This is an optimization exercise on Yosys and OpenROAD, whose aim is small area, not a production implementation. Function was checked by simulation only, so behaviour that the tests miss may differ from the original. Power is estimated from default activity; no workload was simulated.

==> quartz: inputs <==
// Game_trinity
module Game_trinity (SW, B1, B2, CLK, RST, LED, HEX0, HEX1, HEX2, HEX3, HEX4, HEX5);
input [9:0] SW;
input B1, CLK, B2, RST;
output reg [0:6] HEX0, HEX1, HEX2, HEX3, HEX4, HEX5;
output reg [9:0] LED;
localparam [12:0] R_R = 13'd2365, R_L = 13'd2353, R_T = 13'd3929, R_M = 13'd7037;
localparam [11:0] T_R = 12'd1125, T_L = 12'd1639, T_T = 12'd2921, T_M = 12'd2554;
localparam [8:0]  G_R = 9'd447, G_L = 9'd171, G_T = 9'd197, G_M = 9'd302;
reg [12:0] rdiv;
reg [11:0] tdiv;
reg [8:0]  gdiv;
wire rtick = ((rdiv ^ R_T) & R_M) == 13'd0;
wire ttick = ((tdiv ^ T_T) & T_M) == 12'd0;
wire gtick = ((gdiv ^ G_T) & G_M) == 9'd0;
always @(posedge CLK)
	if (RST) rdiv <= R_R;
	else if (rtick) rdiv <= R_L;
	else rdiv <= {rdiv[11:0], rdiv[12] ^ rdiv[9]};
always @(posedge CLK)
	if (RST) tdiv <= T_R;
	else if (ttick) tdiv <= T_L;
	else tdiv <= {tdiv[10:0], tdiv[11] ^ tdiv[10]};
always @(posedge CLK)
	if (RST) gdiv <= G_R;
	else if (gtick) gdiv <= G_L;
	else gdiv <= {gdiv[7:0], gdiv[8] ^ gdiv[1]};
localparam [1:0] S0 = 2'd0, S1 = 2'd1, S2 = 2'd2, S3 = 2'd3;
reg [1:0] PS, NS;
reg [1:0] diff;			 
reg [3:0] score, Hs1, Hs2, Hs3, Hs4;
reg [3:0] count;		 
reg [4:0] A;			 
reg [3:0] H;			 
reg [1:0] dV;			 
reg [2:0] XA, XB, XC, XD, XE, XF;	 
reg W;
wire idle = (PS == S0);
wire play = (PS == S1);
localparam [2:0] T_I = 3'd0, T_F = 3'd1, T_1 = 3'd3, T_2 = 3'd2, T_3 = 3'd6, T_4 = 3'd7, T_5 = 3'd5, T_O = 3'd4;
localparam [2:0] C_I = 3'd0, C_F = 3'd1, C_1 = 3'd2, C_2 = 3'd3, C_3 = 3'd4, C_4 = 3'd5, C_5 = 3'd6, C_O = 3'd7;
localparam [2:0] K_I = 3'd0, K_1 = 3'd1, K_2 = 3'd2, K_3 = 3'd3, K_4 = 3'd4, K_5 = 3'd5, K_O = 3'd6;
function [2:0] pulse_c;
	input [2:0] s;
	input x;
	case (s)
	C_I: pulse_c = x ? C_F : C_I;
  ...
clock: 10.0 ns
lec_check: 0
abc_area: 1
cap_margin: 20
core_margin: 2
core_utilization: 45
gpl_timing_driven: 0
place_density: 0.6
slew_margin: 20
standard.sh (not shown) runs the stock make flow with config.mk's settings and CLKGATE_MAP_FILE= SYNTH_SCRIPT=/design/flow/synth_recipe.tcl, a recipe that flattens the netlist after the stock synthesis.
==> flow/flow/run.sh <==
#!/bin/bash
# Standard synthesis; then the combinational logic re-mapped for area by ABC (three seeds of
# the same script run side by side; the smallest netlist is kept), registers untouched and the
# result proven equivalent to the standard netlist; then the standard layout, with the smallest
# buffer cell on the ports and a clock tree of small buffers without dummy loads.
set -euo pipefail
YOSYS=$FLOW_HOME/../tools/install/yosys/bin/yosys
R=orfs/results/$FLOW_PLATFORM/Game_trinity/base
export RESYN_LIB=$FLOW_HOME/platforms/$FLOW_PLATFORM/lib/sky130_fd_sc_hd__tt_025C_1v80.lib
export RESYN_TOP=$FLOW_TOP RESYN_IN=$PWD/resyn_in.v

bash standard.sh synth > 1_standard_synth.log 2>&1
cp $R/1_2_yosys.v resyn_in.v
for s in 1 2 3; do
  RESYN_SCRIPT=$PWD/flow/resyn$s.abc RESYN_OUT=$PWD/resyn_out$s.v $YOSYS -c flow/resyn.tcl > 2_resyn$s.log 2>&1 &
done
wait
best=""; bestarea=""
for s in 1 2 3; do
  a=$(grep "Chip area for top module" 2_resyn$s.log | awk '{print $NF}' || true)
  if [[ -n "$a" && -s resyn_out$s.v ]]; then
    if [[ -z "$best" ]] || awk -v a="$a" -v b="$bestarea" 'BEGIN{exit !(a<b)}'; then best=$s; bestarea=$a; fi
  fi
done
echo "kept seed $best, area $bestarea" > 2_resyn_choice.log
cp resyn_out$best.v resyn_out.v
RESYN_OUT=$PWD/resyn_out.v $YOSYS -c flow/eqchk.tcl > 3_resyn_equiv.log 2>&1
cp resyn_out.v $R/1_2_yosys.v
rm -f $R/1_synth.odb $R/1_synth.sdc
bash standard.sh finish \
  BUFFER_PORTS_ARGS="-buffer_cell sky130_fd_sc_hd__buf_1" \
  CTS_ARGS="-sink_clustering_enable -repair_clock_nets -sink_clustering_size 32 -sink_clustering_max_diameter 200 -buf_list sky130_fd_sc_hd__clkbuf_4 -root_buf sky130_fd_sc_hd__clkbuf_8 -dont_use_dummy_load" \
  > 4_standard_finish.log 2>&1
==> flow/flow/eqchk.tcl <==
# Prove the re-mapped netlist equivalent to the standard synthesis netlist (same registers).
yosys -import
read_liberty -ignore_miss_func $::env(RESYN_LIB)
read_verilog $::env(RESYN_IN)
yosys rename $::env(RESYN_TOP) gold
read_verilog $::env(RESYN_OUT)
yosys rename $::env(RESYN_TOP) gate
hierarchy -check
flatten
yosys rename -hide gold/w:_* gate/w:_*
opt_clean
equiv_make gold gate equiv
hierarchy -top equiv
equiv_simple -seq 1
equiv_induct
equiv_status -assert
==> flow/flow/resyn.tcl <==
# Re-map the combinational logic of the standard synthesis netlist with a stronger
# area-oriented ABC script. The flip-flop instances (names, cells, Q nets) are kept as they are.
yosys -import
set lib $::env(RESYN_LIB)
read_liberty -ignore_miss_func $lib
read_verilog $::env(RESYN_IN)
hierarchy -top $::env(RESYN_TOP)
# every sequential cell stays an instance of its own (flip-flops: *df*, latches: *dl*)
setattr -mod -set keep_hierarchy 1 sky130_fd_sc_hd__*df* sky130_fd_sc_hd__*dl*
yosys rename -hide c:_*
flatten
opt_clean -purge
stat
abc -liberty $lib -script $::env(RESYN_SCRIPT) -dont_use *lpflow* -dont_use *probe*
opt_clean -purge
hilomap -singleton -hicell sky130_fd_sc_hd__conb_1 HI -locell sky130_fd_sc_hd__conb_1 LO
splitnets
insbuf -buf sky130_fd_sc_hd__buf_1 A X
opt_clean -purge
stat -liberty $lib
select -module $::env(RESYN_TOP)
write_verilog -noexpr -noattr -nohex -nodec -selected $::env(RESYN_OUT)
==> flow/flow/resyn1.abc <==
strash
&get -n
&deepsyn -T 40 -S 1
&put
dch -f
amap
strash
&get -n
&deepsyn -T 40 -S 1
&put
dch -f
amap
topo
==> flow/flow/resyn2.abc <==
strash
&get -n
&deepsyn -T 40 -S 2
&put
dch -f
amap
strash
&get -n
&deepsyn -T 40 -S 2
&put
dch -f
amap
topo
==> flow/flow/resyn3.abc <==
strash
&get -n
&deepsyn -T 40 -S 3
&put
dch -f
amap
strash
&get -n
&deepsyn -T 40 -S 3
&put
dch -f
amap
topo
==> zinc: changes against quartz <==
--- a/flow/design.v
+++ b/flow/design.v
@@ -31,17 +31,17 @@
 reg [3:0] count;		 
 reg [4:0] A;			 
 reg [3:0] H;			 
 reg [1:0] dV;			 
 reg [2:0] XA, XB, XC, XD, XE, XF;	 
 reg W;
 wire idle = (PS == S0);
 wire play = (PS == S1);
-localparam [2:0] T_I = 3'd0, T_F = 3'd1, T_1 = 3'd3, T_2 = 3'd2, T_3 = 3'd6, T_4 = 3'd7, T_5 = 3'd5, T_O = 3'd4;
+localparam [2:0] T_I = 3'd0, T_F = 3'd1, T_1 = 3'd2, T_2 = 3'd3, T_3 = 3'd4, T_4 = 3'd5, T_5 = 3'd6, T_O = 3'd7;
 localparam [2:0] C_I = 3'd0, C_F = 3'd1, C_1 = 3'd2, C_2 = 3'd3, C_3 = 3'd4, C_4 = 3'd5, C_5 = 3'd6, C_O = 3'd7;
 localparam [2:0] K_I = 3'd0, K_1 = 3'd1, K_2 = 3'd2, K_3 = 3'd3, K_4 = 3'd4, K_5 = 3'd5, K_O = 3'd6;
 function [2:0] pulse_c;
 	input [2:0] s;
 	input x;
 	case (s)
 	C_I: pulse_c = x ? C_F : C_I;
 	C_F: pulse_c = x ? C_2 : C_1;
@@ -272,57 +272,66 @@
 	case (PS)
 	S0: NS = (!B1 & !W) ? S1 : S0;
 	S1: NS = cp ? S3 : (W ? S2 : S1);
 	default: NS = (SW[5:0] == 6'd0 & count == 4'd0) ? S0 : PS;
 	endcase
 always @(posedge CLK)
 	if (RST) PS <= S0;
 	else PS <= NS;
-reg [3:0] read;
-always @(*)
-	case (SW[9:8])
-	2'd0: read = Hs1;
-	2'd1: read = Hs2;
-	2'd2: read = Hs3;
-	default: read = Hs4;
-	endcase
-function [0:6] sym;
+function [0:6] seg;
 	input [3:0] v;
-	sym =
+	seg =
 		(v == 4'd0) ? 7'h01 :
 		(v == 4'd1) ? 7'h4F :
 		(v == 4'd2) ? 7'h12 :
 		(v == 4'd3) ? 7'h06 :
 		(v == 4'd4) ? 7'h4C :
 		(v == 4'd5) ? 7'h24 :
 		(v == 4'd6) ? 7'h20 :
 		(v == 4'd7) ? 7'h0F :
 		(v == 4'd8) ? 7'h00 :
 		(v == 4'd9) ? 7'h04 :
-		(v == 4'd11) ? 7'h7E :
-		(v == 4'd12) ? 7'h3F :
-		(v == 4'd13) ? 7'h77 :
-		(v == 4'd14) ? 7'h42 :
 		7'h7F;
 endfunction
-wire [3:0] ssym = (score[3] & (score[2] | score[1])) ? 4'd10 : score;
-wire [3:0] rsym = (read[3] & (read[2] | read[1])) ? 4'd10 : read;
-reg [3:0] y0, y1, y2, y3, y4, y5;
+function [0:6] seg3;
+	input [2:0] v;
+	seg3 =
+		(v == 3'd0) ? 7'h01 :
+		(v == 3'd1) ? 7'h4F :
+		(v == 3'd2) ? 7'h12 :
+		(v == 3'd3) ? 7'h06 :
+		(v == 3'd4) ? 7'h4C :
+		(v == 3'd5) ? 7'h24 :
+		(v == 3'd6) ? 7'h20 :
+		7'h0F;
+endfunction
+reg [3:0] read;
+always @(*)
+	case (SW[9:8])
+	2'd0: read = Hs1;
+	2'd1: read = Hs2;
+	2'd2: read = Hs3;
+	default: read = Hs4;
+	endcase
 always @(*)
 	case (PS)
 	S0: begin
-		y0 = 4'd11; y1 = 4'd11; y2 = 4'd11; y4 = 4'd11;
-		y3 = B2 ? 4'd11 : rsym;
-		y5 = B2 ? ssym : 4'd14;
+		HEX0 = 7'h7E; HEX1 = 7'h7E; HEX2 = 7'h7E; HEX4 = 7'h7E;
+		if (B2) begin HEX3 = 7'h7E; HEX5 = seg(score); end
+		else begin HEX3 = seg(read); HEX5 = 7'h42; end
 	end
 	S1: begin
-		y0 = {1'b0, V[2:0]}; y1 = {1'b0, V[5:3]}; y2 = {1'b0, V[8:6]};
-		y3 = {1'b0, V[11:9]}; y4 = {1'b0, V[14:12]}; y5 = {1'b0, V[17:15]};
+		HEX0 = seg3(V[2:0]);
+		HEX1 = seg3(V[5:3]);
+		HEX2 = seg3(V[8:6]);
+		HEX3 = seg3(V[11:9]);
+		HEX4 = seg3(V[14:12]);
+		HEX5 = seg3(V[17:15]);
+	end
+	S2: begin
+		HEX0 = 7'h3F; HEX1 = 7'h3F; HEX2 = 7'h3F; HEX3 = 7'h3F; HEX4 = 7'h3F; HEX5 = 7'h3F;
+	end
+	default: begin
+		HEX0 = 7'h77; HEX1 = 7'h77; HEX2 = 7'h77; HEX3 = 7'h77; HEX4 = 7'h77; HEX5 = 7'h77;
 	end
-	S2: begin y0 = 4'd12; y1 = 4'd12; y2 = 4'd12; y3 = 4'd12; y4 = 4'd12; y5 = 4'd12; end
-	default: begin y0 = 4'd13; y1 = 4'd13; y2 = 4'd13; y3 = 4'd13; y4 = 4'd13; y5 = 4'd13; end
 	endcase
-always @(*) begin
-	HEX0 = sym(y0); HEX1 = sym(y1); HEX2 = sym(y2);
-	HEX3 = sym(y3); HEX4 = sym(y4); HEX5 = sym(y5);
-end
 endmodule
==> flow/flow/run.sh (replaced) <==
#!/bin/bash
# Standard synthesis, then the combinational logic re-mapped for area (registers untouched,
# proven equivalent), then the standard layout with the smallest buffer cell on the ports and
# a clock tree of small buffers without dummy loads.
set -euo pipefail
YOSYS=$FLOW_HOME/../tools/install/yosys/bin/yosys
R=orfs/results/$FLOW_PLATFORM/Game_trinity/base
export RESYN_LIB=$FLOW_HOME/platforms/$FLOW_PLATFORM/lib/sky130_fd_sc_hd__tt_025C_1v80.lib
export RESYN_TOP=$FLOW_TOP RESYN_IN=$PWD/resyn_in.v RESYN_OUT=$PWD/resyn_out.v RESYN_SCRIPT=$PWD/flow/resyn.abc

bash standard.sh synth > 1_standard_synth.log 2>&1
cp $R/1_2_yosys.v resyn_in.v
$YOSYS -c flow/resyn.tcl > 2_resyn.log 2>&1
$YOSYS -c flow/eqchk.tcl > 3_resyn_equiv.log 2>&1
cp resyn_out.v $R/1_2_yosys.v
rm -f $R/1_synth.odb $R/1_synth.sdc
bash standard.sh finish \
  BUFFER_PORTS_ARGS="-buffer_cell sky130_fd_sc_hd__buf_1" \
  CTS_ARGS="-sink_clustering_enable -repair_clock_nets -sink_clustering_size 32 -sink_clustering_max_diameter 200 -buf_list sky130_fd_sc_hd__clkbuf_4 -root_buf sky130_fd_sc_hd__clkbuf_8 -dont_use_dummy_load" \
  > 4_standard_finish.log 2>&1
==> flow/flow/resyn.abc (new file) <==
strash
&get -n
&deepsyn -T 60
&put
dch -f
amap
topo
==> flow/flow/resyn.tcl (replaced) <==
# Re-map the combinational logic of the standard synthesis netlist with a stronger
# area-oriented ABC script. The flip-flop instances (names, cells, Q nets) are kept as they are.
yosys -import
set lib $::env(RESYN_LIB)
read_liberty -ignore_miss_func $lib
read_verilog $::env(RESYN_IN)
hierarchy -top $::env(RESYN_TOP)
foreach ff [list sky130_fd_sc_hd__dfxtp_1 sky130_fd_sc_hd__dfxtp_2 sky130_fd_sc_hd__dfxtp_4] {
  setattr -mod -set keep_hierarchy 1 $ff
}
yosys rename -hide c:_*
flatten
opt_clean -purge
stat
abc -liberty $lib -script $::env(RESYN_SCRIPT) -dont_use *lpflow* -dont_use *probe*
opt_clean -purge
hilomap -singleton -hicell sky130_fd_sc_hd__conb_1 HI -locell sky130_fd_sc_hd__conb_1 LO
splitnets
insbuf -buf sky130_fd_sc_hd__buf_4 A X
opt_clean -purge
stat -liberty $lib
select -module $::env(RESYN_TOP)
write_verilog -noexpr -noattr -nohex -nodec -selected $::env(RESYN_OUT)
==> flow/config.mk (replaced) <==
export PLATFORM = sky130hd
export DESIGN_NAME = Game_trinity
export DESIGN_NICKNAME = Game_trinity
export VERILOG_FILES = /design/flow/design.v
export SDC_FILE = /design/flow/constraint.sdc
export NUM_CORES = 4
export LEC_CHECK = 0
export ABC_AREA = 1
export CAP_MARGIN = 20
export CORE_MARGIN = 2
export CORE_UTILIZATION = 40
export PLACE_DENSITY = 0.6
export SLEW_MARGIN = 20
removed: flow/flow/resyn1.abc
removed: flow/flow/resyn2.abc
removed: flow/flow/resyn3.abc
==> run summary <==
	quartz	zinc
Cell area after placement	6530 sq um	6840 sq um
Initial cell density of the core	46.0%	41.3%
Sw Pwr	266 uW	248 uW
HPWL after DPL	14,200 microns	15,200 microns
Crit path max fanout	13	15
Source-to-sink clock delay at the later pin of the worst-skew pair	0.42 ns	0.41 ns
Critical path arrival	5.15 ns	4.27 ns
Global Route met1 Usage	32.0%	35.4%
Clock network share of area	2.01%	1.92%
Final critical-path setup slack	2.85 ns	3.73 ns
Length in cells of the worst reg-to-reg path	13	14
Nets@finish	957	1,010
Slew margin rel.	23.7%	31.7%
Met2 routing resource usage after global routing	43.4%	36.6%
Crit path time final	7.15 ns	6.27 ns
Clock network power	228 uW	238 uW
Net Sw Frac	30.1%	29.1%
Final wirelength	18,400 microns	20,300 microns
Run status	no timing/DRC/antenna violations	no timing/DRC/antenna violations
Power consumption	884 uW	852 uW
Maximum ir drop on the vdd rail	0.117 mV	0.0676 mV
Growth of design area from synthesis to finish	10.0%	10.1%

[port drivers added, routing unchanged]
How much do the figures lean on ideal ports? The routed layouts below were timed once more, with nothing changed but the port constraints.
Step 1 assumes that a clkbuf_16 drives the clock port and a buf_2 every other input.
Step 2 moves the port delays by t, midway between the first and last clock arrival at a register: inputs arrive t later, outputs are due t later. That takes back most of the time a late clock gives input paths.
Three values: ideal ports, drivers, drivers and shift; two values: the first two.
run | t (ns) | setup slack, ns | worst register clock-pin slew, ns
quartz | 0.435 | 2.846 / 2.809 / 3.244 | 0.11 / 0.11
zinc | 0.429 | 3.726 / 3.687 / 3.798 | 0.11 / 0.11
After both steps setup and hold are still met in every run listed.
